What follows belongs to an exercise in optimizing a design on an open flow for a short achievable clock period and few clock cycles; a production flow would make more cautious choices. Function was not checked in any run shown here: the RTL went through the layout flow alone. Power is estimated from default activity; no workload was simulated.

[flow/config.mk]
export PLATFORM = sky130hd
export DESIGN_NAME = y86cpu
export DESIGN_NICKNAME = y86cpu
export VERILOG_FILES = /design/flow/design.v
export SDC_FILE = /design/flow/constraint.sdc
export NUM_CORES = 4
export LEC_CHECK = 0
export CAP_MARGIN = 20
export CORE_MARGIN = 2
export CORE_UTILIZATION = 40
export SETUP_SLACK_MARGIN = 3.5
export SLEW_MARGIN = 20
export TNS_END_PERCENT = 100
[flow/constraint.sdc]
create_clock -name core_clock -period 7.0 [get_ports {clk}]
set_input_delay 1.4000 -clock core_clock [delete_from_list [all_inputs] [get_ports {clk}]]
set_output_delay 1.4000 -clock core_clock [all_outputs]
set_load 0.01 [all_outputs]
[flow/design.v]
module y86cpu(
    input   wire                clk,
    input   wire                rst,
    input   wire[47:0]      rom_data_i,
    input   wire[31:0]         mem_data_i,
    output  wire                mem_read_o,
    output  wire                mem_write_o,
    output  wire[31:0]         mem_addr_o,
    output  wire[31:0]         mem_data_o,
    output  wire[31:0]         rom_addr_o,
    output  wire                halted_o
);
    reg [31:0]  F_pc;                
    reg [31:0]  N_p5;                
    reg         BR;                  
    reg [2:0]   ras_ptr;
    reg [31:0]  ras [0:7];
    reg [7:0]   ras_v;
    reg         zf, lt;              
    reg         zfp, ltp;            
    reg         halted;
    reg         redir;
    reg [2:0]   redir_ptr;
    reg         D_valid;
    reg [3:0]   D_icode, D_ifun;
    reg [3:0]   D_srcA, D_srcB, D_dstE, D_dstM;
    reg [31:0]  D_valC, D_pred;
    reg         D_unres, D_ptaken;
    reg [2:0]   D_ptr;
    reg         E_valid;
    reg [3:0]   E_icode, E_ifun, E_dstE, E_dstM;
    reg [31:0]  E_aluA, E_aluB, E_valA, E_pred;
    reg         E_lateA;             
    reg         E_setcc, E_rr, E_load, E_halt;
    reg         E_fsum, E_fdiff, E_fand, E_fxor;
    reg         E_addrA;
    reg [2:0]   E_ptr;
    reg         M_valid, M_rd, M_wr;
    reg [3:0]   M_icode, M_dstE, M_dstM;
    reg [31:0]  M_valA, M_valE, M_addr, M_pred;
    reg [2:0]   M_ptr;
    reg [31:0]  regs [0:7];
    wire kill = redir | halted;
    wire Dv = D_valid & ~kill;
    wire Ev = E_valid & ~kill;
    wire Mv = M_valid & ~kill;
    function [32:0] ks_add(input [31:0] a, input [31:0] b, input cin);
        reg [31:0] g, p, gg, pp, gn, pn;
        integer i, d;
        begin
            g  = a & b;
            p  = a ^ b;
            gg = g;
            gg[0] = g[0] | (p[0] & cin);
            pp = p;
            for (d = 1; d < 32; d = d * 2) begin
                for (i = 0; i < 32; i = i + 1) begin
                    if (i >= d) begin
                        gn[i] = gg[i] | (pp[i] & gg[i-d]);
                        pn[i] = pp[i] & pp[i-d];
                    end else begin
                        gn[i] = gg[i];
                        pn[i] = pp[i];
                    end
                end
                gg = gn;
                pp = pn;
            end
            ks_add = {gg[30], p ^ {gg[30:0], cin}};
        end
    endfunction
    function cond_eval(input [3:0] fn, input z, input l);
        case (fn)
            4'H0:   cond_eval = 1'b1;
            4'H1:   cond_eval = l | z;
            4'H2:    cond_eval = l;
            4'H3:    cond_eval = z;
            4'H4:   cond_eval = ~z;
            4'H5:   cond_eval = ~l;
            4'H6:    cond_eval = ~l & ~z;
            default: cond_eval = 1'b0;
        endcase
    endfunction
    wire e_cnd = cond_eval(E_ifun, zf, lt);
    wire brmis = BR;
    wire [32:0] e_add33 = ks_add(E_aluB, E_aluA, 1'b0);
    wire [31:0] e_add = e_add33[31:0];
    wire [32:0] e_sub33 = ks_add(E_aluB, ~E_aluA, 1'b1);
    wire [31:0] e_sub = e_sub33[31:0];
    wire [31:0] e_and = E_aluB & E_aluA;
    wire [31:0] e_xor = E_aluB ^ E_aluA;
    wire [31:0] e_valE = ({32{E_fsum}}  & e_add) | ({32{E_fdiff}} & e_sub) |
                         ({32{E_fand}}  & e_and) | ({32{E_fxor}}  & e_xor);
    wire [3:0]  e_dstE = (E_rr & ~e_cnd) ? 4'HF : E_dstE;
    wire [31:0] e_or  = E_aluB | E_aluA;
    wire        z_add = &(~(e_xor ^ {e_or[30:0], 1'b0}));
    wire        z_eq  = ~|e_xor;
    wire        z_and = ~|e_and;
    wire        n_zf  = (E_fsum & z_add) | ((E_fdiff | E_fxor) & z_eq) | (E_fand & z_and);
    wire        lt_add = (E_aluA[31] == E_aluB[31]) ? E_aluB[31] : ~e_add33[32];
    wire        lt_sub = (E_aluA[31] != E_aluB[31]) ? E_aluB[31] : ~e_sub33[32];
    wire        n_lt  = (E_fsum & lt_add) | (E_fdiff & lt_sub) | ((E_fand | E_fxor) & e_valE[31]);
    wire M_isRet   = M_icode == 4'H9;
    wire M_isStore = (M_icode == 4'H4) | (M_icode == 4'HA) | (M_icode == 4'H8);
    wire M_isRead  = (M_icode == 4'H5) | (M_icode == 4'HB) | M_isRet;
    assign mem_read_o  = M_rd;
    assign mem_write_o = M_wr;
    assign mem_addr_o  = M_addr;
    assign mem_data_o  = M_valA;
    wire mismatch = Mv & M_isRet & (mem_data_i != M_pred);
    wire cc_sel = Ev & E_setcc;
    wire c_zf = cc_sel ? n_zf : zf;
    wire c_lt = cc_sel ? n_lt : lt;
    wire r_zf = redir ? zfp : zf;
    wire r_lt = redir ? ltp : lt;
    wire [31:0] rvalA = regs[D_srcA[2:0]];
    wire [31:0] rvalB = regs[D_srcB[2:0]];
    wire hitEA  = Ev & ~D_srcA[3] & (D_srcA == e_dstE);
    wire hitMMA = Mv & ~D_srcA[3] & (D_srcA == M_dstM);
    wire hitMEA = Mv & ~D_srcA[3] & (D_srcA == M_dstE);
    wire hitEB  = Ev & ~D_srcB[3] & (D_srcB == e_dstE);
    wire hitMMB = Mv & ~D_srcB[3] & (D_srcB == M_dstM);
    wire hitMEB = Mv & ~D_srcB[3] & (D_srcB == M_dstE);
    wire [31:0] oldA = hitMMA ? mem_data_i : hitMEA ? M_valE : rvalA;
    wire [31:0] oldB = hitMMB ? mem_data_i : hitMEB ? M_valE : rvalB;
    wire D_useA  = (D_icode == 4'H2) | (D_icode == 4'H6);
    wire D_noB   = (D_icode == 4'H2) | (D_icode == 4'H3);
    wire D_pc    = (D_icode == 4'H8) | (D_icode == 4'H7);
    reg [31:0] constA;
    always @(*) begin
        case (D_icode)
            4'H8, 4'HA:    constA = 32'hfffffffc;
            4'H9, 4'HB:      constA = 32'd4;
            default:            constA = D_valC;
        endcase
    end
    wire [31:0] d_valA  = D_pc ? N_p5 : ((hitEA & ~D_srcA[3]) ? e_valE : oldA);
    wire [31:0] d_aluA  = (D_useA & hitEA) ? e_valE : (D_useA ? oldA : constA);
    wire [31:0] d_aluB  = (~D_noB & hitEB) ? e_valE : (D_noB ? 32'd0 : oldB);
    wire D_store  = (D_icode == 4'H4) | (D_icode == 4'HA);
    wire luA      = E_load & (E_dstM == D_srcA) & ~D_srcA[3];
    wire luB      = E_load & (E_dstM == D_srcB) & ~D_srcB[3];
    wire stall    = Dv & Ev & ((luA & ~D_store) | luB);
    wire lateA    = Ev & luA & D_store;
    wire [31:0] f_pc = ({32{brmis}} & E_valA) | ({32{~brmis}} & F_pc);
    assign rom_addr_o = f_pc;
    wire [3:0]  f_icode = rom_data_i[47:44];
    wire [3:0]  f_ifun  = rom_data_i[43:40];
    wire [3:0]  f_rA    = rom_data_i[39:36];
    wire [3:0]  f_rB    = rom_data_i[35:32];
    wire [31:0] f_valC_j = {rom_data_i[15:8], rom_data_i[23:16], rom_data_i[31:24], rom_data_i[39:32]};
    wire [31:0] f_valC_r = {rom_data_i[7:0], rom_data_i[15:8], rom_data_i[23:16], rom_data_i[31:24]};
    wire        f_isJC   = (f_icode == 4'H7) | (f_icode == 4'H8);
    wire [31:0] f_valC   = f_isJC ? f_valC_j : f_valC_r;
    wire [32:0] f_pc1x = ks_add(f_pc, 32'd1, 1'b0);
    wire [31:0] f_pc1 = f_pc1x[31:0];
    wire [32:0] f_pc2x = ks_add(f_pc, 32'd2, 1'b0);
    wire [31:0] f_pc2 = f_pc2x[31:0];
    wire [32:0] f_pc5x = ks_add(f_pc, 32'd5, 1'b0);
    wire [31:0] f_pc5 = f_pc5x[31:0];
    wire [32:0] f_pc6x = ks_add(f_pc, 32'd6, 1'b0);
    wire [31:0] f_pc6 = f_pc6x[31:0];
    wire f_len2 = (f_icode == 4'H2) | (f_icode == 4'H6) | (f_icode == 4'HA) | (f_icode == 4'HB);
    wire f_len6 = (f_icode == 4'H3) | (f_icode == 4'H4) | (f_icode == 4'H5);
    wire f_len5 = (f_icode == 4'H7) | (f_icode == 4'H8);
    wire f_len1 = ~f_len2 & ~f_len6 & ~f_len5;
    wire D_isOP     = D_icode == 4'H6;
    wire cc_settled = ~(Dv & D_isOP) & ~(Ev & E_setcc);
    wire f_known    = (f_ifun == 4'H0) | cc_settled;
    wire f_ptaken   = (f_ifun != 4'H3);
    wire f_jtaken   = f_known ? cond_eval(f_ifun, r_zf, r_lt) : f_ptaken;
    reg [3:0] f_srcA, f_srcB, f_dstE, f_dstM;
    always @(*) begin
        f_srcA = 4'HF; f_srcB = 4'HF; f_dstE = 4'HF; f_dstM = 4'HF;
        case (f_icode)
            4'H2: begin f_srcA = f_rA; f_dstE = f_rB; end
            4'H3: begin f_dstE = f_rB; end
            4'H4: begin f_srcA = f_rA; f_srcB = f_rB; end
            4'H5: begin f_srcB = f_rB; f_dstM = f_rA; end
            4'H6:    begin f_srcA = f_rA; f_srcB = f_rB; f_dstE = f_rB; end
            4'H8:   begin f_srcB = 4'H4; f_dstE = 4'H4; end
            4'H9:    begin f_srcA = 4'H4; f_srcB = 4'H4; f_dstE = 4'H4; end
            4'HA:  begin f_srcA = f_rA; f_srcB = 4'H4; f_dstE = 4'H4; end
            4'HB:   begin f_srcA = 4'H4; f_srcB = 4'H4; f_dstE = 4'H4; f_dstM = f_rA; end
            default: ;
        endcase
    end
    wire        E_mov    = E_rr | (E_icode == 4'H3);
    wire [31:0] pushval  = (hitEA & ~D_srcA[3]) ? E_aluA : oldA;
    wire        pushknow = Dv & (D_icode == 4'HA) & ~D_srcA[3] & ~(hitEA & ~E_mov) &
                           ~(Ev & luA);
    wire [2:0]  ras_base = redir ? redir_ptr : (brmis ? E_ptr : ras_ptr);
    wire [2:0]  ras_up   = ras_base + 3'd1;
    wire [2:0]  ras_dn   = ras_base - 3'd1;
    wire [31:0] ras_top  = ras_v[ras_base] ? ras[ras_base] : 32'd0;
    wire [31:0] ret_pred = pushknow ? pushval : ras_top;
    reg  [2:0]  f_ptr;
    always @(*) begin
        case (f_icode)
            4'H8:  f_ptr = ras_up;
            4'H9:   f_ptr = pushknow ? ras_base : ras_dn;
            default: f_ptr = ras_base;
        endcase
    end
    wire f_isJ   = f_icode == 4'H7;
    wire f_isRet = f_icode == 4'H9;
    wire s_valC  = (f_isJ & f_jtaken) | (f_icode == 4'H8);
    wire s_p5    = f_isJ & ~f_jtaken;
    wire s_p1    = f_len1 & ~f_isRet;
    wire [31:0] f_seq = ({32{s_valC}}  & f_valC_j) | ({32{s_p1}}   & f_pc1) |
                        ({32{f_len2}}  & f_pc2)    | ({32{s_p5}}   & f_pc5) |
                        ({32{f_len6}}  & f_pc6)    | ({32{f_isRet}} & ret_pred);
    always @(posedge clk) begin
        if (rst) begin
            F_pc    <= 32'd0;
            ras_ptr <= 3'd0;
            ras_v   <= 8'd0;
        end else begin
            if (mismatch)
                F_pc <= mem_data_i;
            else if (~stall)
                F_pc <= f_seq;
        end
        if (~rst & ~stall) begin
            N_p5    <= f_pc5;
            ras_ptr <= f_ptr;
            if (f_icode == 4'H8) begin
                ras_v[ras_up] <= 1'b1;
                ras[ras_up]   <= f_pc5;
            end
        end
    end
    always @(posedge clk) begin
        if (rst) begin
            zf <= 1'b1; lt <= 1'b0;
        end else if (redir) begin
            zf <= zfp; lt <= ltp;
        end else if (cc_sel) begin
            zf <= n_zf; lt <= n_lt;
        end
        zfp <= zf;
        ltp <= lt;
    end
    wire halt_now = Ev & E_halt & ~mismatch;
    always @(posedge clk) begin
        if (rst) begin
            redir  <= 1'b0;
            halted <= 1'b0;
        end else begin
            redir  <= mismatch;
            halted <= halted | halt_now;
        end
        redir_ptr <= M_ptr;
    end
    always @(posedge clk) begin
        if (rst | halted) begin
            D_valid <= 1'b0;
        end else if (~stall) begin
            D_valid <= 1'b1;
            D_icode <= f_icode;
            D_ifun  <= f_ifun;
            D_srcA  <= f_srcA;
            D_srcB  <= f_srcB;
            D_dstE  <= f_dstE;
            D_dstM  <= f_dstM;
            D_valC  <= f_valC;
            D_pred  <= ret_pred;
            D_unres <= (f_icode == 4'H7) & ~f_known;
            D_ptaken <= f_ptaken;
            D_ptr   <= f_ptr;
        end
    end
    wire d_cnd = cond_eval(D_ifun, c_zf, c_lt);
    always @(posedge clk)
        BR <= ~rst & Dv & ~stall & ~brmis & ~mismatch & ~(Ev & E_halt) &
              (D_icode == 4'H7) & D_unres & (d_cnd != D_ptaken);
    always @(posedge clk) begin
        E_valid <= ~rst & Dv & ~stall & ~brmis;
        E_icode <= D_icode;
        E_ifun  <= D_ifun;
        E_aluA  <= d_aluA;
        E_aluB  <= d_aluB;
        E_valA  <= ((D_icode == 4'H7) & ~D_ptaken) ? D_valC : d_valA;
        E_dstE  <= D_dstE;
        E_dstM  <= D_dstM;
        E_pred  <= D_pred;
        E_ptr   <= D_ptr;
        E_lateA <= lateA;
        E_setcc <= D_isOP;
        E_rr    <= D_icode == 4'H2;
        E_load  <= (D_icode == 4'H5) | (D_icode == 4'HB);
        E_halt  <= D_icode == 4'H0;
        E_fand  <= D_isOP & (D_ifun == 4'H2);
        E_fxor  <= D_isOP & (D_ifun == 4'H3);
        E_fdiff <= D_isOP & (D_ifun == 4'H1);
        E_fsum  <= ~(D_isOP & ((D_ifun == 4'H2) | (D_ifun == 4'H3) | (D_ifun == 4'H1)));
        E_addrA <= (D_icode == 4'HB) | (D_icode == 4'H9);
    end
    always @(posedge clk) begin
        M_valid <= ~rst & Ev;
        M_rd    <= ~rst & Ev & ~mismatch & ~halt_now &
                   ((E_icode == 4'H5) | (E_icode == 4'HB) | (E_icode == 4'H9));
        M_wr    <= ~rst & Ev & ~mismatch & ~halt_now &
                   ((E_icode == 4'H4) | (E_icode == 4'HA) | (E_icode == 4'H8));
        M_icode <= E_icode;
        M_valA  <= E_lateA ? mem_data_i : E_valA;
        M_valE  <= e_valE;
        M_addr  <= E_addrA ? E_valA : e_valE;
        M_dstE  <= e_dstE;
        M_dstM  <= E_dstM;
        M_pred  <= E_pred;
        M_ptr   <= E_ptr;
    end
    integer i;
    always @(posedge clk) begin
        for (i = 0; i < 8; i = i + 1) begin
            if (Mv && M_dstM == i)
                regs[i] <= mem_data_i;
            else if (Mv && M_dstE == i)
                regs[i] <= M_valE;
        end
    end
    assign halted_o = halted;
endmodule
[flow/run.sh]
#!/bin/bash
# synth_recipe.tcl (not shown) runs the flow's synth.tcl, then flattens the netlist and writes it again
# the make line also repeats each setting of config.mk as NAME=value (left out here)
make -C /OpenROAD-flow-scripts/flow DESIGN_CONFIG=/design/flow/config.mk WORK_HOME=/design/flow/orfs CLKGATE_MAP_FILE= SYNTH_SCRIPT=/design/flow/synth_recipe.tcl finish
==> results of run 1 <==
-- cell type report --
type	instances	area, um^2
Fill cell	11600	64700
Sequential cell	995	26400
Multi-Input combinational cell	3188	26300
Timing Repair Buffer	570	5410
Clock buffer	144	3160
Tap cell	1742	2180
Inverter	172	706
Clock inverter	54	597
Antenna cell	8	20.0
Timing Repair inverter	1	8.76
-- final timing paths --
| path | from | to |
|---|---|---|
| worst max-delay path | D_srcA[2]$_DFFE_PP_ | F_pc[24]$_SDFFE_PP0P_ |
| worst min-delay path | E_pred[31]$_DFF_P_ | M_pred[31]$_DFF_P_ |
| worst max register to register | D_srcA[2]$_DFFE_PP_ | F_pc[24]$_SDFFE_PP0P_ |
| worst min register to register | E_pred[31]$_DFF_P_ | M_pred[31]$_DFF_P_ |
-- registers in the layout, summed over array words and instances, names as in the netlist, 8 cells and up --
name	count
ras	256
regs	256
D_pred	32
D_valC	32
E_aluA	32
E_aluB	32
E_pred	32
E_valA	32
F_pc	32
M_addr	32
M_pred	32
M_valA	32
M_valE	32
N_p5	32
ras_v	8
-- cells by family (layout without fill, tap and decap cells) --
kind of cell             Yosys count  after routing
adder cells (fa/ha/maj)          105            105
other                              0              8
multiplexers                     584            584
flip-flops                       995            995
XOR/XNOR                         145            145
AND/OR/NAND/NOR                 1122           1128
buffers and inverters            547            941
AO/OA/AOI/OAI                   1225           1226
-- power groups by stage --
stage / logic [W] / registers (W) / clock network [W]
after global placement: 0.00348 / 0.00740 / 0
after floorplan: 0.00220 / 0.00709 / 0
after global routing: 0.00433 / 0.00736 / 0.00626
final: 0.00421 / 0.00733 / 0.00602
after detailed placement: 0.00351 / 0.00740 / 0
after CTS: 0.00380 / 0.00729 / 0.00604
-- worst register-to-register path, cell delays in order, from the launching register on --
cell and delay [ps]:
edfxtp_1 410, clkbuf_16 250, inv_1 420, buf_6 350, a22o_1 210, a222oi_1 80, o21bai_1 170, a221oi_1 350
o22ai_2 230, mux2i_1 590, mux2_2 320, nand2_1 90, a21oi_1 150
-- routing by layer --
| layer | wire length [um] | vias up |
|---|---|---|
| met5 | 170 | - |
| met4 | 17000 | 26 |
| met3 | 34600 | 782 |
| met2 | 97900 | 3595 |
| met1 | 91200 | 22300 |
| li1 | - | 18500 |
-- metrics by stage --
stage / setup WS, ps / instances
final: 3320 / 6874
after global routing: 3360 / 6866
after CTS: 3360 / 6784
after detailed placement: 1820 / 6451
after global placement: 1830 / 6450
after floorplan: 3030 / 4723
-- cells in the mapped netlist, types with 70 or more instances --
library cell    n
edfxtp_1      640
clkbuf_1      247
nand3_1        70
mux4_2        100
a21oi_1       291
mux2_2        385
nand2_1       457
nor3_1         79
mux2i_1        99
inv_1         169
nor2_1        275
ha_1          103
o21ai_0       254
xnor2_1       120
dfxtp_1       355
-- timing repair --
item	CTS	global route
resized for setup	429	328
pin swaps	44	80
setup endpoints to repair	936	528
setup buffers	125	79
cloned	10	3
==> summary.txt, run 1 <==
Die area = 0.133 mm^2
Dominant cells by area after synthesis = edfxtp_1, dfxtp_1, mux2_2, mux4_2, nand2_1
Post-synth top area cell = edfxtp_1
Die X = 365 um
Initial antenna violation count = 27
CP max FO = 69
Reg power frac = 41.7%
Finished Cell Area = 0.0648 mm^2
Worst path max stage delay = 590 ps
Worst slew pin tran = 1220 ps
Ys async rst share = 0%
YS warnings = 2
Sw frac = 31.6%
Global routing usage on met1 = 47.1%
Synth Area in Compound Gates = 15.9%
CP max-delay cell = mux2i_1
Clk pwr share = 34.3%
Mapped Cells = 4723
Power Total = 0.0176 W
CTS clk-pin slew, worst paths = 70 ps
Post-Syn Area = 0.0522 mm^2
PortBufs = 180
GR met2 Demand/Resource = 49.5%
Final core occ = 50.0%
DR DRC count = 0
Rows = 132
Avg Cell Area, Syn = 11.1 um^2
Worst Path Buf+Inv = 3
CP Depth = 12
Commonest non-fill, non-tap cells in the layout = edfxtp_1, nand2_1, mux2_2
Max-cap violation count = 0
Total CTS buffers = 105
Total GRT Usage = 35.1%
Largest family of logic cells by synthesized area = compound AO/OA/AOI/OAI gates
Root buf cell = clkbuf_16
Hold Path Cell Cnt = 0
Final Hold Vio Count = 0
Largest net degree at the start of global routing = 70
R2r worst-path depth = 12
Slew Limit Fails = 0
Commonest non-fill, non-tap cell in the layout = edfxtp_1
Most common flop cell mapped by yosys = edfxtp_1
Syn_nets = 4910
CP endpoint kind = register
CTS Hold Bufs = 0
First-pass GRT wire length = 329000 um
NetSw = 0.00554 W
Delay-heaviest family, CP = compound AO/OA/AOI/OAI gates
Hold Crit Class = register to register
R2R Setup Slk = 3320 ps
Synth Area in XOR/XNOR = 2.43%
Via Count = 45200
CTS Buffer Depth = 3
Share of layout cells above drive strength 1 = 30.2%
Internal = 0.0120 W
RSZ-0062 raised after global routing = yes
Routed wire length = 241000 um
Post-synthesis mux area share = 14.5%
Worst EP arrival = 4380 ps
Insertion delay to the later sink of the worst-skew pair = 780 ps
Core area = 0.129 mm^2
Vias in the first global route = 41300
Initial Utilization = 40.3%
Post-Synth Adder-Cell Area = 2.54%
Yosys reg bits = 995
Clock net sink count = 995
Post-route ant nets = 0
Crit share post-route = 52.5%
Skew final = 70.3 ps
Vias per cell = 6.57
Netlist cell types = 97
# IOs = 181
Synth top area share = 36.8%
Comb pwr share = 24.0%
DP Area = 0.0564 mm^2
Post-synth EDFFs = 640
Setup TNS = 0 ps
Area growth syn-to-layout = 24.0%
Critical-path cell list = clkbuf_16, inv_1, buf_6, a22o_1, a222oi_1, o21bai_1, a221oi_1, o22ai_2, mux2i_1, mux2_2, nand2_1, a21oi_1
CTS tree = yes
Hold slack = 311 ps
Starting DRT DRC Count = 7272
WP data required = 7700 ps
Routability cong. = 1.01
Leakage = 23.2 nW
Post-Synth Simple-Gate Area = 9.78%
Headroom to the max-slew limit = 18.6%
Pwr Density = 271 mW/mm^2
Startpoint Class = register
Drt first pass iters = 7
M3 GR Usage = 12.1%
Grt total ovfl = 0
Htree depth = 3
GR peak layer = met2
VDD IR max = 0.235 mV
Status = no timing/DRC/antenna violations
Sequential-to-total area share from yosys stat = 50.4%
Vert. Die Dim = 365 um
Final net count = 5220
Hpwl dp = 164000 um
Type of the worst setup path = register to register
Drt wl/cell = 35.1 um
Tmin final = 3680 ps
Max frequency = 272 MHz
Final setup fails = 0
==> run 2, diff against run 1 <==
--- a/flow/design.v
+++ b/flow/design.v
@@ -23,2 +23,3 @@
     reg [2:0]   redir_ptr;
+    reg [31:0]  redir_pc;
     reg         D_valid;
@@ -32,2 +33,3 @@
     reg [31:0]  E_aluA, E_aluB, E_valA, E_pred;
+    reg [31:0]  E_adrC;              
     reg         E_lateA;             
@@ -35,3 +37,2 @@
     reg         E_fsum, E_fdiff, E_fand, E_fxor;
-    reg         E_addrA;
     reg [2:0]   E_ptr;
@@ -89,2 +90,4 @@
     wire [31:0] e_sub = e_sub33[31:0];
+    wire [32:0] e_adr33 = ks_add(E_aluB, E_adrC, 1'b0);
+    wire [31:0] e_addr  = e_adr33[31:0];
     wire [31:0] e_and = E_aluB & E_aluA;
@@ -113,4 +116,2 @@
     wire c_lt = cc_sel ? n_lt : lt;
-    wire r_zf = redir ? zfp : zf;
-    wire r_lt = redir ? ltp : lt;
     wire [31:0] rvalA = regs[D_srcA[2:0]];
@@ -136,3 +137,5 @@
     end
-    wire [31:0] d_valA  = D_pc ? N_p5 : ((hitEA & ~D_srcA[3]) ? e_valE : oldA);
+    wire        D_alt   = (D_icode == 4'H7) & ~D_ptaken;
+    wire        eA_sel  = hitEA & ~D_pc;
+    wire [31:0] d_valA2 = eA_sel ? e_valE : (D_alt ? D_valC : (D_pc ? N_p5 : oldA));
     wire [31:0] d_aluA  = (D_useA & hitEA) ? e_valE : (D_useA ? oldA : constA);
@@ -154,10 +157,10 @@
     wire [31:0] f_valC   = f_isJC ? f_valC_j : f_valC_r;
-    wire [32:0] f_pc1x = ks_add(f_pc, 32'd1, 1'b0);
-    wire [31:0] f_pc1 = f_pc1x[31:0];
-    wire [32:0] f_pc2x = ks_add(f_pc, 32'd2, 1'b0);
-    wire [31:0] f_pc2 = f_pc2x[31:0];
-    wire [32:0] f_pc5x = ks_add(f_pc, 32'd5, 1'b0);
-    wire [31:0] f_pc5 = f_pc5x[31:0];
-    wire [32:0] f_pc6x = ks_add(f_pc, 32'd6, 1'b0);
-    wire [31:0] f_pc6 = f_pc6x[31:0];
+    wire [32:0] pF1 = ks_add(F_pc, 32'd1, 1'b0),   pE1 = ks_add(E_valA, 32'd1, 1'b0);
+    wire [32:0] pF2 = ks_add(F_pc, 32'd2, 1'b0),   pE2 = ks_add(E_valA, 32'd2, 1'b0);
+    wire [32:0] pF5 = ks_add(F_pc, 32'd5, 1'b0),   pE5 = ks_add(E_valA, 32'd5, 1'b0);
+    wire [32:0] pF6 = ks_add(F_pc, 32'd6, 1'b0),   pE6 = ks_add(E_valA, 32'd6, 1'b0);
+    wire [31:0] f_pc1 = ({32{brmis}} & pE1[31:0]) | ({32{~brmis}} & pF1[31:0]);
+    wire [31:0] f_pc2 = ({32{brmis}} & pE2[31:0]) | ({32{~brmis}} & pF2[31:0]);
+    wire [31:0] f_pc5 = ({32{brmis}} & pE5[31:0]) | ({32{~brmis}} & pF5[31:0]);
+    wire [31:0] f_pc6 = ({32{brmis}} & pE6[31:0]) | ({32{~brmis}} & pF6[31:0]);
     wire f_len2 = (f_icode == 4'H2) | (f_icode == 4'H6) | (f_icode == 4'HA) | (f_icode == 4'HB);
@@ -170,3 +173,3 @@
     wire f_ptaken   = (f_ifun != 4'H3);
-    wire f_jtaken   = f_known ? cond_eval(f_ifun, r_zf, r_lt) : f_ptaken;
+    wire f_jtaken   = f_known ? cond_eval(f_ifun, zf, lt) : f_ptaken;
     reg [3:0] f_srcA, f_srcB, f_dstE, f_dstM;
@@ -191,3 +194,3 @@
                            ~(Ev & luA);
-    wire [2:0]  ras_base = redir ? redir_ptr : (brmis ? E_ptr : ras_ptr);
+    wire [2:0]  ras_base = brmis ? E_ptr : ras_ptr;
     wire [2:0]  ras_up   = ras_base + 3'd1;
@@ -218,4 +221,4 @@
         end else begin
-            if (mismatch)
-                F_pc <= mem_data_i;
+            if (redir)
+                F_pc <= redir_pc;
             else if (~stall)
@@ -223,3 +226,5 @@
         end
-        if (~rst & ~stall) begin
+        if (~rst & redir) begin
+            ras_ptr <= redir_ptr;
+        end else if (~rst & ~stall) begin
             N_p5    <= f_pc5;
@@ -253,5 +258,6 @@
         redir_ptr <= M_ptr;
+        redir_pc  <= mem_data_i;
     end
     always @(posedge clk) begin
-        if (rst | halted) begin
+        if (rst | halted | redir) begin
             D_valid <= 1'b0;
@@ -272,6 +278,12 @@
     end
-    wire d_cnd = cond_eval(D_ifun, c_zf, c_lt);
+    wire d_brq = ~rst & Dv & ~stall & ~brmis & ~(Ev & E_halt) &
+                 (D_icode == 4'H7) & D_unres;
+    wire b00 = d_brq & (cond_eval(D_ifun, 1'b0, 1'b0) != D_ptaken);
+    wire b01 = d_brq & (cond_eval(D_ifun, 1'b0, 1'b1) != D_ptaken);
+    wire b10 = d_brq & (cond_eval(D_ifun, 1'b1, 1'b0) != D_ptaken);
+    wire b11 = d_brq & (cond_eval(D_ifun, 1'b1, 1'b1) != D_ptaken);
+    wire b_z0 = c_lt ? b01 : b00;
+    wire b_z1 = c_lt ? b11 : b10;
     always @(posedge clk)
-        BR <= ~rst & Dv & ~stall & ~brmis & ~mismatch & ~(Ev & E_halt) &
-              (D_icode == 4'H7) & D_unres & (d_cnd != D_ptaken);
+        BR <= c_zf ? b_z1 : b_z0;
     always @(posedge clk) begin
@@ -282,3 +294,3 @@
         E_aluB  <= d_aluB;
-        E_valA  <= ((D_icode == 4'H7) & ~D_ptaken) ? D_valC : d_valA;
+        E_valA  <= d_valA2;
         E_dstE  <= D_dstE;
@@ -296,3 +308,3 @@
         E_fsum  <= ~(D_isOP & ((D_ifun == 4'H2) | (D_ifun == 4'H3) | (D_ifun == 4'H1)));
-        E_addrA <= (D_icode == 4'HB) | (D_icode == 4'H9);
+        E_adrC  <= ((D_icode == 4'HB) | (D_icode == 4'H9)) ? 32'd0 : constA;
     end
@@ -307,3 +319,3 @@
         M_valE  <= e_valE;
-        M_addr  <= E_addrA ? E_valA : e_valE;
+        M_addr  <= e_addr;
         M_dstE  <= e_dstE;
==> summary.txt, run 2 <==
Grt total ovfl = 0 (unchanged)
Worst EP arrival = 4430 ps (+50 ps)
Insertion delay to the later sink of the worst-skew pair = 800 ps (+20 ps)
Commonest non-fill, non-tap cell in the layout = nand2_1
Vias per cell = 6.34 (-3.4%)
Crit share post-route = 53.4% (+0.87 points)
CTS Buffer Depth = 3 (unchanged)
Core area = 0.145 mm^2 (+12%)
Worst slew pin tran = 1220 ps (+7.43 ps)
Via Count = 50800 (+13%)
Routability cong. = 1.03 (+2.0%)
Total CTS buffers = 112 (+6.7%)
CTS clk-pin slew, worst paths = 60 ps (about the same)
Hpwl dp = 181000 um (+10%)
Ys async rst share = 0% (unchanged)
Rows = 140 (+6.1%)
Syn_nets = 6087 (+24%)
Initial antenna violation count = 18 (-33%)
Sequential-to-total area share from yosys stat = 47.2% (-3.2 points)
Final net count = 6209 (+19%)
Cell mode on critical path = a21oi_1
Skew final = 104 ps (+33.7 ps)
Post-synth EDFFs = 640 (unchanged)
VDD IR max = 0.231 mV (-1.6%)
Post-synth top cells = nand2_1, edfxtp_1, dfxtp_1, nor2_1, mux2_2
Worst path max stage delay = 570 ps (-20 ps)
First-pass GRT wire length = 365000 um (+11%)
Largest net degree at the start of global routing = 75 (+7.1%)
Netlist cell types = 108 (+11%)
CP max FO = 28 (-59%)
CTS tree = yes
DP Area = 0.0623 mm^2 (+11%)
Max layer used = met5
Critical-path cell list = buf_4, inv_2, buf_4, mux2i_1, a21oi_1, a21oi_1, o21ai_0, nand2b_1, a21boi_0, a21oi_1, o211ai_1, a22oi_1, nor2_1
# IOs = 181 (unchanged)
Synth top area share = 32.9% (-3.9 points)
Startpoint Class = register
Mapped Cells = 5864 (+24%)
Max frequency = 268 MHz (-1.6%)
Vias in the first global route = 47100 (+14%)
Root buf cell = clkbuf_16
Metal3 WL = 29100 um (-16%)
Post-Syn Area = 0.0584 mm^2 (+12%)
Post-route ant nets = 0 (unchanged)
Yosys reg bits = 1058 (+6.3%)
Finished Cell Area = 0.0694 mm^2 (+7.2%)
Pwr Density = 265 mW/mm^2 (-2.1%)
Drt wl/cell = 33.0 um (-5.9%)
Share of layout cells above drive strength 1 = 22.4% (-7.8 points)
Multi-input gate area = 0.0301 mm^2 (+15%)
Fillers = 13400 (+16%)
Metal-1 WL = 98800 um (+8.3%)
Dominant cells by area after synthesis = edfxtp_1, dfxtp_1, mux2_2, nand2_1, a21oi_1
PortBufs = 180 (unchanged)
Setup TNS = 0 ps (unchanged)
Top-count cell post-synth = nand2_1
Vert. Die Dim = 386 um (+5.7%)
Headroom to the max-slew limit = 18.3% (-0.33 points)
Hold Crit Class = register to register
CP max-delay cell = a21oi_1
Max-cap violation count = 0 (unchanged)
Commonest non-fill, non-tap cells in the layout = nand2_1, edfxtp_1, nor2_1
Starting DRT DRC Count = 7627 (+4.9%)
Die area = 0.149 mm^2 (+12%)
Tmin final = 3740 ps (+60.9 ps)
DR DRC count = 0 (unchanged)
Status = no timing/DRC/antenna violations
WL met2 = 115000 um (+17%)
Final setup fails = 0 (unchanged)
Die X = 386 um (+5.7%)
WP data required = 7690 ps (about the same)
Routed wire length = 264000 um (+9.6%)
Most common flop cell mapped by yosys = edfxtp_1
Initial Utilization = 40.2% (-0.13 points)
Reg area = 0.0277 mm^2 (+4.8%)
Total GRT Usage = 34.4% (-0.67 points)
Type of the worst setup path = register to register
Clock net sink count = 1058 (+6.3%)
Area growth syn-to-layout = 18.9%
Final Hold Vio Count = 0 (unchanged)
Avg Cell Area, Syn = 9.96 um^2 (-10%)
Slew Limit Fails = 0 (unchanged)
YS warnings = 2 (unchanged)
Largest registers = ras (256), regs (256)
Leakage = 25.5 nW (+9.8%)
Post-synth top area cell = edfxtp_1
Htree depth = 3 (unchanged)
RSZ-0062 raised after global routing = yes
Drt first pass iters = 6 (-1)
CP endpoint kind = register
==> run 2: changes by cell type in the layout (fill, tap and decap cells not counted), sizes merged, moves of 38 or more <==
cell / change
nand2: +301
xor2: +163
nor2: +130
nand3: +94
a21oi: +64
mux4: -64
buf: -63
dfxtp: +63
o221ai: -48
a31oi: +43
xnor2: +43
and3: +38
==> run 2: cells by family after synthesis <==
kind of cell | after synthesis | share of synthesized area (%)
buffers and inverters | 661 | 4.78
adders and majority gates | 141 | 3.06
and+or+nand+nor | 1781 | 13.8
DFF | 1058 | 47.2
AOI/OAI and AO/OA | 1352 | 15.3
xor gates and xnor gates | 351 | 5.26
muxes | 520 | 10.5
==> run 2: critical path: cells and delay by family, from the launching register on <==
family | cells | cell delay [ps]
AO/OA/AOI/OAI | 7 | 1980
buffers and inverters | 3 | 710
flip-flops | 1 | 370
AND/OR/NAND/NOR | 2 | 290
multiplexers | 1 | 260
==> run 2: final cells by class <==
type,instances,area share (%)
antenna,8,0.0288
tap,1917,3.45
clock inverter,55,0.944
multi-input combinational,4151,43.4
clock buffer,158,4.61
inverter,165,0.950
sequential,1058,39.9
timing repair buffer,498,6.75
==> run 2: metrics by stage <==
step	power (W)	hold WS (ps)	worst slack, ps	util [%]	instances
2_1_floorplan	0.0100	310	2950	-	5864
3_3_place_gp	0.0117	310	2060	42.9	7654
3_5_place_dp	0.0117	312	2040	42.9	7656
4_1_cts	0.0181	312	3250	46.9	7956
5_1_grt	0.0189	315	3260	47.8	8002
6_report	0.0184	306	3260	47.8	8010
==> run 2: what timing repair did <==
item	CTS	global route
setup endpoints to repair	732	284
hold endpoints to repair	0	0
hold buffers	0	0
pin swaps	37	49
setup buffers	76	45
resized for setup	333	304
gates cloned	11	1
==> run 2: layer usage <==
| metal | track usage (%) | vias to the layer above |
|---|---|---|
| li1 | - | 21600 |
| met1 | 43.9 | 24900 |
| met2 | 51.9 | 3428 |
| met3 | 8.21 | 856 |
| met4 | 23.2 | 8 |
| met5 | 0 | - |
==> run 2: worst paths after layout <==
path                                           from                    end  slack, ps  cells past startpoint
worst max register to register  D_srcA[0]$_DFFE_PP_  F_pc[20]$_SDFFE_PP0P_       3260                     13
worst max-delay path            D_srcA[0]$_DFFE_PP_  F_pc[20]$_SDFFE_PP0P_       3260                     13
worst min register to register   E_pred[29]$_DFF_P_     M_pred[29]$_DFF_P_        310                      0
worst min-delay path             E_pred[29]$_DFF_P_     M_pred[29]$_DFF_P_        310                      0
==> run 2: power breakdown <==
part	switching, W	internal, W	total, W
registers	0.000537	0.00718	0.00772
logic	0.00266	0.00180	0.00447
clock network	0.00277	0.00348	0.00625
total	0.00597	0.0125	0.0184
==> run 3, diff against run 2 <==
--- a/flow/config.mk
+++ b/flow/config.mk
@@ -10,3 +10,3 @@
 export CORE_UTILIZATION = 40
-export SETUP_SLACK_MARGIN = 3.5
+export SETUP_SLACK_MARGIN = 3.2
 export SLEW_MARGIN = 20
==> summary.txt, run 3 <==
CTS Hold Bufs = 0 (unchanged)
Clock net sink count = 1058 (unchanged)
Post-route ant nets = 0 (unchanged)
CTS tree = yes
Startpoint Class = register
Hpwl dp = 182000 um (+0.40%)
Post-synth top cells = nand2_1, edfxtp_1, dfxtp_1, nor2_1, mux2_2
Yosys reg bits = 1058 (unchanged)
CP max FO = 48 (+71%)
Final net count = 6144 (-1.0%)
Die area = 0.149 mm^2 (unchanged)
Leakage = 24.9 nW (-2.4%)
Syn_nets = 6087 (unchanged)
Setup TNS = 0 ps (unchanged)
Core area = 0.145 mm^2 (unchanged)
Root buf cell = clkbuf_16
CP endpoint kind = register
Largest registers = ras (256), regs (256)
Drt first pass iters = 10 (+4)
PortBufs = 180 (unchanged)
DR DRC count = 0 (unchanged)
Total CTS buffers = 114 (+1.8%)
Ys async rst share = 0% (unchanged)
Max-cap violation count = 0 (unchanged)
Netlist cell types = 108 (unchanged)
Max frequency = 258 MHz (-3.6%)
Pwr Density = 269 mW/mm^2 (+1.5%)
WP data required = 7680 ps (about the same)
# IOs = 181 (unchanged)
Skew final = 85.0 ps (-19.1 ps)
Starting DRT DRC Count = 7550 (-1.0%)
Mapped Cells = 5864 (unchanged)
Largest net degree at the start of global routing = 90 (+20%)
Drt wl/cell = 32.8 um (-0.43%)
RSZ-0062 raised after global routing = yes
Insertion delay to the later sink of the worst-skew pair = 790 ps (about the same)
Routed wire length = 261000 um (-1.3%)
Slew Limit Fails = 0 (unchanged)
Rows = 140 (unchanged)
Status = no timing/DRC/antenna violations
Layout Cells excl Fill = 7943 (-0.84%)
Post-synth top area cell = edfxtp_1
Vias per cell = 6.34 (-0.15%)
Headroom to the max-slew limit = 16.8% (-1.4 points)
Die X = 386 um (unchanged)
First-pass GRT wire length = 359000 um (-1.6%)
Share of layout cells above drive strength 1 = 18.5% (-3.9 points)
Synth top area share = 32.9% (unchanged)
Worst EP arrival = 4550 ps (+120 ps)
Commonest non-fill, non-tap cells in the layout = nand2_1, edfxtp_1, dfxtp_1
Grt total ovfl = 0 (unchanged)
Vert. Die Dim = 386 um (unchanged)
Vias in the first global route = 46700 (-0.82%)
Most common flop cell mapped by yosys = edfxtp_1
Fillers = 13500 (+0.41%)
Initial antenna violation count = 25 (+7)
Multi-input gate area = 0.0291 mm^2 (-3.6%)
Type of the worst setup path = register to register
Dominant cells by area after synthesis = edfxtp_1, dfxtp_1, mux2_2, nand2_1, a21oi_1
Area growth syn-to-layout = 15.9%
Worst slew pin tran = 1250 ps (+23.7 ps)
Top-count cell post-synth = nand2_1
CTS Buffer Depth = 3 (unchanged)
Placed insts = 7652 (-0.052%)
Via Count = 50300 (-0.99%)
Hold Crit Class = register to register
Commonest non-fill, non-tap cell in the layout = nand2_1
Total GRT Usage = 33.9% (-0.58 points)
Final Hold Vio Count = 0 (unchanged)
Avg Cell Area, Syn = 9.96 um^2 (unchanged)
Final setup fails = 0 (unchanged)
Tmin final = 3880 ps (+139 ps)
Post-Syn Area = 0.0584 mm^2 (unchanged)
Reg area = 0.0276 mm^2 (-0.22%)
CTS clk-pin slew, worst paths = 70 ps (about the same)
Sequential-to-total area share from yosys stat = 47.2% (unchanged)
Crit share post-route = 55.4% (+2.0 points)
Post-synth EDFFs = 640 (unchanged)
Routability cong. = 1.01 (-1.5%)
Initial Utilization = 40.2% (unchanged)
VDD IR max = 0.226 mV (-2.2%)
Htree depth = 3 (unchanged)
YS warnings = 2 (unchanged)
-- run 3: cell counts after synthesis --
Identical to the previous run, type by type.
-- run 3: critical path, cell delays in order (launching register included) --
cell and delay (ps):
edfxtp_1 550, buf_12 350, nor2b_2 560, o2bb2ai_1 170
a21o_1 170, a21oi_1 60, o31ai_2 630, mux2i_1 350
nand2_1 210, o211ai_1 210, o31ai_4 160, a211oi_1 120
nor3_1 170
-- run 3: final cells by class --
| class | instances | area share [%] |
|---|---|---|
| antenna | 6 | 0.0222 |
| clock buffer | 162 | 4.75 |
| clock inverter | 53 | 0.968 |
| inverter | 165 | 0.950 |
| multi-input combinational | 4150 | 42.9 |
| sequential | 1058 | 40.8 |
| tap | 1917 | 3.54 |
| timing repair buffer | 432 | 6.05 |
-- run 3: logic make-up after synthesis --
| kind of cell | share of synthesized area, % |
|---|---|
| flops | 47.2 |
| simple gates | 13.8 |
| mux | 10.5 |
| fa+ha+maj | 3.06 |
| compound gates | 15.3 |
| xor+xnor | 5.26 |
| buf+inv | 4.78 |
-- run 3: worst paths after layout --
kind                                     startpoint               endpoint  slack, ps  depth (start not counted)
worst max-delay path            D_srcA[0]$_DFFE_PP_  F_pc[24]$_SDFFE_PP0P_       3120                         12
worst min-delay path             D_ptr[1]$_DFFE_PP_       E_ptr[1]$_DFF_P_        310                          0
worst max register to register  D_srcA[0]$_DFFE_PP_  F_pc[24]$_SDFFE_PP0P_       3120                         12
worst min register to register   D_ptr[1]$_DFFE_PP_       E_ptr[1]$_DFF_P_        310                          0
-- run 3: per-stage QoR --
step                      area (um^2)  hold slack [ps]  util (%)  setup slack, ps  power, W
after detailed placement        62300              312      42.9             1950    0.0117
after global routing            67700              296      46.6             3110    0.0187
after floorplan                 58500              310         -             2840    0.0100
after CTS                       66900              287      46.1             3020    0.0180
final                           67700              311      46.6             3120    0.0182
after global placement          62200              310      42.9             1990    0.0117
-- run 3: repair_timing --
| item | CTS | global route |
|---|---|---|
| gates cloned | 6 | 5 |
| pin swaps | 11 | 15 |
| setup buffers | 27 | 31 |
| gates resized for setup | 109 | 92 |
| setup endpoints to repair | 496 | 339 |
-- run 3: power breakdown --
| group | switching (W) | total [W] | internal (W) | leakage [nW] |
|---|---|---|---|---|
| Clock | 0.00272 | 0.00628 | 0.00356 | 1.88 |
| Combinational | 0.00257 | 0.00426 | 0.00168 | 13.6 |
| Sequential | 0.000524 | 0.00770 | 0.00717 | 9.43 |
| Total | 0.00581 | 0.0182 | 0.0124 | 24.9 |
-- run 3: metal layers --
| layer | track usage, % | wire, um |
|---|---|---|
| met5 | 0 | 45 |
| met1 | 43.1 | 97400 |
| met2 | 51.3 | 113000 |
| met4 | 22.3 | 20800 |
| met3 | 8.15 | 29300 |
==> run 4, diff against run 3 <==
--- a/flow/design.v
+++ b/flow/design.v
@@ -15,2 +15,3 @@
     reg         BR;                  
+    reg         BRn_o;
     reg [2:0]   ras_ptr;
@@ -18,2 +19,4 @@
     reg [7:0]   ras_v;
+    reg         P_call;
+    reg [2:0]   P_idx;
     reg         zf, lt;              
@@ -39,2 +42,3 @@
     reg         M_valid, M_rd, M_wr;
+    reg [7:0]   M_weE, M_weM;
     reg [3:0]   M_icode, M_dstE, M_dstM;
@@ -109,3 +113,3 @@
     assign mem_read_o  = M_rd;
-    assign mem_write_o = M_wr;
+    assign mem_write_o = M_wr & ~redir;
     assign mem_addr_o  = M_addr;
@@ -148,3 +152,3 @@
     wire [31:0] f_pc = ({32{brmis}} & E_valA) | ({32{~brmis}} & F_pc);
-    assign rom_addr_o = f_pc;
+    assign rom_addr_o = ({32{~BRn_o}} & E_valA) | ({32{BRn_o}} & F_pc);
     wire [3:0]  f_icode = rom_data_i[47:44];
@@ -191,5 +195,4 @@
     wire        E_mov    = E_rr | (E_icode == 4'H3);
-    wire [31:0] pushval  = (hitEA & ~D_srcA[3]) ? E_aluA : oldA;
-    wire        pushknow = Dv & (D_icode == 4'HA) & ~D_srcA[3] & ~(hitEA & ~E_mov) &
-                           ~(Ev & luA);
+    wire [31:0] pushval  = E_aluA;
+    wire        pushknow = Dv & (D_icode == 4'HA) & hitEA & E_mov;
     wire [2:0]  ras_base = brmis ? E_ptr : ras_ptr;
@@ -197,3 +200,4 @@
     wire [2:0]  ras_dn   = ras_base - 3'd1;
-    wire [31:0] ras_top  = ras_v[ras_base] ? ras[ras_base] : 32'd0;
+    wire [31:0] ras_top  = (P_call & (P_idx == ras_base)) ? N_p5 :
+                           (ras_v[ras_base] ? ras[ras_base] : 32'd0);
     wire [31:0] ret_pred = pushknow ? pushval : ras_top;
@@ -217,5 +221,13 @@
         if (rst) begin
+            ras_v   <= 8'd0;
+        end else if (P_call) begin
+            ras_v[P_idx] <= 1'b1;
+        end
+        if (P_call)
+            ras[P_idx] <= N_p5;
+        P_call <= ~rst & ~redir & ~stall & (f_icode == 4'H8);
+        P_idx  <= ras_up;
+        if (rst) begin
             F_pc    <= 32'd0;
             ras_ptr <= 3'd0;
-            ras_v   <= 8'd0;
         end else begin
@@ -231,6 +243,2 @@
             ras_ptr <= f_ptr;
-            if (f_icode == 4'H8) begin
-                ras_v[ras_up] <= 1'b1;
-                ras[ras_up]   <= f_pc5;
-            end
         end
@@ -286,4 +294,6 @@
     wire b_z1 = c_lt ? b11 : b10;
-    always @(posedge clk)
-        BR <= c_zf ? b_z1 : b_z0;
+    always @(posedge clk) begin
+        BR    <= c_zf ? b_z1 : b_z0;
+        BRn_o <= c_zf ? ~b_z1 : ~b_z0;
+    end
     always @(posedge clk) begin
@@ -310,8 +320,13 @@
     end
+    integer i;
     always @(posedge clk) begin
         M_valid <= ~rst & Ev;
-        M_rd    <= ~rst & Ev & ~mismatch & ~halt_now &
+        M_rd    <= ~rst & Ev &
                    ((E_icode == 4'H5) | (E_icode == 4'HB) | (E_icode == 4'H9));
-        M_wr    <= ~rst & Ev & ~mismatch & ~halt_now &
+        M_wr    <= ~rst & Ev &
                    ((E_icode == 4'H4) | (E_icode == 4'HA) | (E_icode == 4'H8));
+        for (i = 0; i < 8; i = i + 1) begin
+            M_weE[i] <= ~rst & Ev & (e_dstE == i);
+            M_weM[i] <= ~rst & Ev & (E_dstM == i);
+        end
         M_icode <= E_icode;
@@ -325,9 +340,6 @@
     end
-    integer i;
     always @(posedge clk) begin
         for (i = 0; i < 8; i = i + 1) begin
-            if (Mv && M_dstM == i)
-                regs[i] <= mem_data_i;
-            else if (Mv && M_dstE == i)
-                regs[i] <= M_valE;
+            if ((M_weM[i] | M_weE[i]) & ~redir)
+                regs[i] <= M_weM[i] ? mem_data_i : M_valE;
         end
--- a/flow/config.mk
+++ b/flow/config.mk
@@ -10,3 +10,3 @@
 export CORE_UTILIZATION = 40
-export SETUP_SLACK_MARGIN = 3.2
+export SETUP_SLACK_MARGIN = 3.5
 export SLEW_MARGIN = 20
==> summary.txt, run 4 <==
Tmin final = 3630 ps (-250 ps)
Post-route ant nets = 0 (unchanged)
Hold slack = 327 ps (+16.6 ps)
RSZ-0062 raised after global routing = yes
CTS tree = yes
Post-synth EDFFs = 640 (unchanged)
Vias in the first global route = 46900 (+0.44%)
Root buf cell = clkbuf_16
# IOs = 181 (unchanged)
Max-cap violation count = 0 (unchanged)
Yosys reg bits = 1079 (+2.0%)
Status = no timing/DRC/antenna violations
Commonest non-fill, non-tap cell in the layout = nand2_1
VDD IR max = 0.189 mV (-16%)
Critical-path cell list = inv_1, ha_4, or4_4, or3_4, a2111oi_4, nor4_4, o21bai_1, mux2_4, a211oi_4, buf_4, buf_6, o21ai_2
Delay-heaviest family, CP = simple AND/OR/NAND/NOR gates
Pwr Density = 272 mW/mm^2 (+1.2%)
Die area = 0.148 mm^2 (-0.78%)
Final setup fails = 0 (unchanged)
Vert. Die Dim = 385 um (-0.39%)
Area growth syn-to-layout = 19.7%
Insertion delay to the later sink of the worst-skew pair = 780 ps (about the same)
Core area = 0.144 mm^2 (-1.1%)
CP max FO = 5 (-90%)
Final Hold Vio Count = 0 (unchanged)
Final net count = 6191 (+0.76%)
Crit share post-route = 51.8% (-3.6 points)
First-pass GRT wire length = 357000 um (-0.46%)
Avg Cell Area, Syn = 9.89 um^2 (-0.67%)
Via Count = 51100 (+1.5%)
Headroom to the max-slew limit = 13.1% (-3.7 points)
Syn_nets = 6081 (-0.099%)
Top-count cell post-synth = nand2_1
Final core occ = 48.3% (+1.6 points)
Die X = 385 um (-0.39%)
Drt first pass iters = 20 (+10)
Post-synth top cells = nand2_1, edfxtp_1, nor2_1, dfxtp_1, a21oi_1
Hold Crit Class = register to register
Slew Limit Fails = 0 (unchanged)
Initial Utilization = 40.3% (+0.12 points)
Post-Syn Area = 0.0579 mm^2 (-0.79%)
Clock net sink count = 1079 (+2.0%)
Routed wire length = 260000 um (-0.50%)
DR DRC count = 0 (unchanged)
Share of layout cells above drive strength 1 = 22.0% (+3.5 points)
Max frequency = 276 MHz (+6.9%)
CP endpoint kind = register
Rows = 139 (-0.71%)
Most common flop cell mapped by yosys = edfxtp_1
Ys async rst share = 0% (unchanged)
Initial antenna violation count = 31 (+24%)
YS warnings = 2 (unchanged)
PortBufs = 180 (unchanged)
WP data required = 7640 ps (-40 ps)
Dominant cells by area after synthesis = edfxtp_1, dfxtp_1, mux2_2, nand2_1, a21oi_1
Sequential-to-total area share from yosys stat = 48.3% (+1.1 points)
Drt wl/cell = 32.5 um (-1.1%)
Skew final = 57.5 ps (-27.4 ps)
Netlist cell types = 93 (-14%)
Total GRT Usage = 33.8% (about the same)
CTS clk-pin slew, worst paths = 70 ps (about the same)
Vias per cell = 6.39 (+0.88%)
Worst slew pin tran = 1300 ps (+56.2 ps)
Synth top area share = 33.2% (+0.26 points)
Fillers = 13300 (-1.4%)
Htree depth = 3 (unchanged)
Total CTS buffers = 116 (+1.8%)
Routability cong. = 1.01 (+0.19%)
Worst Path Buf+Inv = 3 (+2)
Worst path max stage delay = 560 ps (-70 ps)
Grt total ovfl = 0 (unchanged)
Type of the worst setup path = register to register
CTS Hold Bufs = 0 (unchanged)
Commonest non-fill, non-tap cells in the layout = nand2_1, edfxtp_1, nor2_1
CP max-delay cell = or4_4
Leakage = 25.5 nW (+2.4%)
Hpwl dp = 175000 um (-3.7%)
Mapped Cells = 5857 (-0.12%)
Post-synth top area cell = edfxtp_1
Starting DRT DRC Count = 7610 (+0.79%)
Startpoint Class = register
Power Total = 0.0189 W (+3.6%)
CTS Buffer Depth = 3 (unchanged)
Setup TNS = 0 ps (unchanged)
Worst EP arrival = 4260 ps (-290 ps)
Largest net degree at the start of global routing = 79 (-12%)
Largest registers = ras (256), regs (256)
==> run 4: cell types whose count changed in the layout (fill, tap and decap cells not counted), moves of 34 or more <==
cell     delta
nand2_1    -81
o21ai_0    +67
dfxtp_1    -34
buf_4      +36
xor2_1     -47
dfxtp_2    +40
==> run 4: power breakdown <==
group | leakage (nW) | switching [W] | internal, W | total [W]
Clock | 1.94 | 0.00279 | 0.00364 | 0.00643
Combinational | 14.0 | 0.00268 | 0.00191 | 0.00459
Sequential | 9.58 | 0.000568 | 0.00730 | 0.00787
==> run 4: area by class of cell <==
class / instances / area, um^2 / share of cell area, %
sequential: 1079 / 28100 / 40.6
clock buffer: 167 / 3390 / 4.89
timing repair buffer: 485 / 4640 / 6.69
tap: 1903 / 2380 / 3.43
inverter: 182 / 721 / 1.04
multi-input combinational: 4103 / 29500 / 42.5
antenna: 15 / 37.5 / 0.0541
clock inverter: 55 / 564 / 0.814
==> run 4: path summary, 6_finish.rpt <==
check | startpoint | endpoint | slack (ps) | cells after the start
setup reg to reg | E_aluB[16]$_DFF_P_ | E_aluB[24]$_DFF_P_ | 3370 | 12
hold reg to reg | E_pred[26]$_DFF_P_ | M_pred[26]$_DFF_P_ | 330 | 0
setup / recovery | E_aluB[16]$_DFF_P_ | E_aluB[24]$_DFF_P_ | 3370 | 12
hold / removal | E_pred[26]$_DFF_P_ | M_pred[26]$_DFF_P_ | 330 | 0
==> run 4: cell families (layout without fill, tap and decap cells) <==
kind of cell	Yosys count	count (layout)	share of synthesized area [%]
flops	1079	1079	48.3
buf+inv	679	889	4.52
compound gates	1456	1459	16.3
mux	474	474	9.90
xor+xnor	305	305	4.61
fa+ha+maj	142	142	3.11
simple gates	1722	1723	13.2
other cells	0	15	0
==> run 4: through the flow <==
step                      instance area, um^2  instances  setup slack (ps)
after floorplan                         58000       5857              2670
after global placement                  61800       7602              2300
after detailed placement                61800       7603              2220
after CTS                               67700       7884              3260
after global routing                    69300       7974              3280
final                                   69300       7989              3370
==> run 4: what timing repair did <==
item	in CTS	in global routing
setup endpoints to repair	322	176
buffers inserted	49	89
gates resized for setup	364	246
gates cloned	10	1
pin swaps	50	82
==> run 4: routing by layer <==
| metal | global-route usage (%) | part of all wire (%) |
|---|---|---|
| met4 | 20.4 | 6.9 |
| met1 | 45.8 | 39 |
| met3 | 9.84 | 13 |
| met5 | 0 | 0.040 |
| met2 | 47.5 | 41 |
==> run 5, diff against run 4 <==
--- a/flow/config.mk
+++ b/flow/config.mk
@@ -9,3 +9,4 @@
 export CORE_MARGIN = 2
-export CORE_UTILIZATION = 40
+export CORE_UTILIZATION = 55
+export PLACE_DENSITY = 0.72
 export SETUP_SLACK_MARGIN = 3.5
==> summary.txt, run 5 <==
Starting DRT DRC Count = 9647 (+27%)
Share of layout cells above drive strength 1 = 20.5% (-1.5 points)
R2r worst-path depth = 12 (unchanged)
WP data required = 7600 ps (-40 ps)
Via Count = 52700 (+3.2%)
Largest registers = ras (256), regs (256)
First-pass GRT wire length = 357000 um (-0.14%)
Top-count cell post-synth = nand2_1
Routability cong. = 1.10 (+8.1%)
Fillers = 8236 (-38%)
Core area = 0.105 mm^2 (-27%)
Dominant cells by area after synthesis = edfxtp_1, dfxtp_1, mux2_2, nand2_1, a21oi_1
Root buf cell = clkbuf_16
Hold path startpoint = E_pred[14]$_DFF_P_
Final core occ = 64.5% (+16 points)
CP max FO = 11 (+6)
FF-to-FF End = E_aluB[24]$_DFF_P_
Post-synth top cells = nand2_1, edfxtp_1, nor2_1, dfxtp_1, a21oi_1
Headroom to the max-slew limit = 19.8% (+6.7 points)
Post-route ant nets = 0 (unchanged)
Hold Path End = M_pred[14]$_DFF_P_
Sequential-to-total area share from yosys stat = 48.3% (unchanged)
Post-Synth Adder-Cell Area = 3.11% (unchanged)
Reg area = 0.0281 mm^2 (about the same)
Placed insts = 7088 (-6.8%)
Post-Syn Area = 0.0579 mm^2 (unchanged)
Post-synthesis mux area share = 9.90% (unchanged)
Drt wl/cell = 35.2 um (+8.4%)
Final net count = 6130 (-0.99%)
Grt total ovfl = 0 (unchanged)
Routed wire length = 261000 um (+0.68%)
Clock net sink count = 1079 (unchanged)
Initial Utilization = 55.3% (+15 points)
Avg Cell Area, Syn = 9.89 um^2 (unchanged)
Multi-input gate area = 0.0291 mm^2 (-1.2%)
Total GRT Usage = 46.6% (+13 points)
Total CTS buffers = 109 (-6.0%)
Startpoint Class = register
Syn_nets = 6081 (unchanged)
PortBufs = 180 (unchanged)
YS warnings = 2 (unchanged)
R2R Setup Slk = 3290 ps (-90 ps)
Post-Synth Simple-Gate Area = 13.2% (unchanged)
RSZ-0062 raised after global routing = yes
Status = no timing/DRC/antenna violations
Synth Area in XOR/XNOR = 4.61% (unchanged)
Worst slew pin tran = 1200 ps (-100 ps)
Post-synth EDFFs = 640 (unchanged)
Final Hold Vio Count = 0 (unchanged)
Layout Cells excl Fill = 7420 (-7.1%)
DR DRC count = 0 (unchanged)
Largest net degree at the start of global routing = 81 (+2.5%)
Worst EP arrival = 4320 ps (+60 ps)
Skew final = 89.2 ps (+31.7 ps)
Leakage = 25.0 nW (-1.9%)
Crit share post-route = 53.0% (+1.2 points)
Pwr Density = 274 mW/mm^2 (+0.47%)
VDD IR max = 0.235 mV (+24%)
Rows = 119 (-14%)
Hpwl dp = 174000 um (-0.61%)
Hold Path Cell Cnt = 0 (unchanged)
Vias in the first global route = 47400 (+0.98%)
CTS Buffer Depth = 3 (unchanged)
Yosys reg bits = 1079 (unchanged)
Worst reg2reg path startpoint = E_aluA[17]$_DFF_P_
Type of the worst setup path = register to register
Setup TNS = 0 ps (unchanged)
Vias per cell = 7.10 (+11%)
Synth Area in Compound Gates = 16.3% (unchanged)
Insertion delay to the later sink of the worst-skew pair = 760 ps (-20 ps)
CP endpoint kind = register
CTS tree = yes
Netlist cell types = 93 (unchanged)
Max-cap violation count = 0 (unchanged)
Hold Crit Class = register to register
Mapped Cells = 5857 (unchanged)
Ys async rst share = 0% (unchanged)
Htree depth = 3 (unchanged)
Synth top area share = 33.2% (unchanged)
Largest family of logic cells by synthesized area = compound AO/OA/AOI/OAI gates
Slew Limit Fails = 0 (unchanged)
Drt first pass iters = 9 (-55%)
Post-synth top area cell = edfxtp_1
Max frequency = 269 MHz (-2.3%)
Most common flop cell mapped by yosys = edfxtp_1
Tmin final = 3710 ps (+86.4 ps)
Die area = 0.108 mm^2 (-27%)
Commonest non-fill, non-tap cell in the layout = nand2_1
Initial antenna violation count = 52 (+68%)
Die X = 329 um (-15%)
Final setup fails = 0 (unchanged)
Vert. Die Dim = 329 um (-15%)
# IOs = 181 (unchanged)
Area growth syn-to-layout = 16.8%
CTS clk-pin slew, worst paths = 60 ps (about the same)
Commonest non-fill, non-tap cells in the layout = nand2_1, edfxtp_1, nor2_1
run 5: cell counts after synthesis:
Identical to the previous run, type by type.
run 5: worst max path at each step:
stage                            start               endpoint  slack, ps  depth (start not counted)
floorplan                          rst    D_dstE[0]$_DFFE_PP_       2670                          4
global placement        rom_data_i[44]  F_pc[30]$_SDFFE_PP0P_       2200                         12
detailed placement      rom_data_i[44]  F_pc[14]$_SDFFE_PP0P_       2120                         11
CTS                  E_valA[2]$_DFF_P_          rom_addr_o[2]       3270                          3
global route         E_aluB[0]$_DFF_P_     E_aluB[24]$_DFF_P_       3290                         15
finish              E_aluA[17]$_DFF_P_     E_aluB[24]$_DFF_P_       3290                         12
run 5: stage by stage:
step | total power (W) | setup slack [ps] | cell area [um^2] | hold slack, ps
after CTS | 0.0180 | 3270 | 66300 | 311
after floorplan | 0.0101 | 2670 | 58000 | 310
final | 0.0185 | 3290 | 67700 | 323
after detailed placement | 0.0118 | 2120 | 61100 | 312
after global placement | 0.0118 | 2200 | 61100 | 310
after global routing | 0.0188 | 3290 | 67600 | 323
run 5: cell families after synthesis:
kind of cell / Yosys count
xor gates and xnor gates: 305
DFF: 1079
buffers and inverters: 679
adders and majority gates: 142
AOI/OAI and AO/OA: 1456
muxes: 474
and+or+nand+nor: 1722
run 5: what timing repair did:
action                     4_1_cts  5_1_grt
gates resized for setup        303      244
setup endpoints to repair      348      234
pin swaps                       30       41
cloned                           6        4
hold buffers                     0        0
setup buffers                   52       36
run 5: area by class of cell:
| class | count | area share (%) |
|---|---|---|
| Inverter | 182 | 1.03 |
| Sequential cell | 1079 | 41.6 |
| Tap cell | 1391 | 2.57 |
| Clock inverter | 45 | 0.671 |
| Clock buffer | 161 | 4.86 |
| Multi-Input combinational cell | 4100 | 43.0 |
| Timing Repair Buffer | 434 | 6.16 |
| Antenna cell | 28 | 0.104 |
run 5: power by group:
group          switching [W]  internal [W]  total, W  leakage, nW
clock network        0.00270       0.00341   0.00611         1.85
logic                0.00273       0.00179   0.00451         13.6
registers           0.000597       0.00730   0.00790         9.58
run 5: routing by layer:
metal,track usage [%],wire (um),vias up
li1,-,-,21500
met1,60.4,91400,25100
met2,62.4,102000,4953
met3,20.4,45500,1054
met4,31.7,22200,30
met5,0.355,176,-
run 5: critical path: stages (launching register included):
cell and delay (ps):
dfxtp_2 380, inv_1 100, ha_4 300, or4_4 510, or3_4 400, a2111oi_4 490, nor4_4 120, o21bai_1 180
mux2_4 340, a211oi_4 410, buf_4 180, buf_4 120, o21ai_2 50

-- separate check: timing with driven ports --
How much do the figures lean on ideal ports? The routed layouts below were timed once more, with nothing changed but the port constraints.
Step 1 sets driving cells, clkbuf_16 on the clock port and buf_2 on the other inputs (assumed; they add their load-dependent delay and slew).
Step 2 times the ports against the registers' clock, not the clock port: input delays grow and output delays shrink by t, the midpoint of the rising clock arrivals with the driver on.
Slacks: no drivers / after step 1 / after step 2; pairs: no drivers / after step 1.
run	t, ns	slack for setup (ns)	hold slack, ns	worst setup path after step 2	latest minus earliest clock arrival (ns)
run 1	0.820	3.323 / 3.322 / 2.669	0.311 / 0.311 / 0.311	input to register	0.073 / 0.072
run 2	0.834	3.263 / 3.263 / 2.732	0.306 / 0.306 / 0.306	input to register	0.104 / 0.105
run 3	0.834	3.124 / 3.124 / 2.556	0.311 / 0.311 / 0.311	input to register	0.089 / 0.089
run 4	0.845	3.374 / 3.317 / 2.699	0.327 / 0.327 / 0.327	input to register	0.065 / 0.065
run 5	0.799	3.287 / 3.287 / 2.619	0.323 / 0.323 / 0.323	input to register	0.089 / 0.089
After both steps setup and hold are still met in every run listed. The setup slack of run 4, which loses most, moves by -0.057 ns with the drivers and by -0.675 ns with both steps.
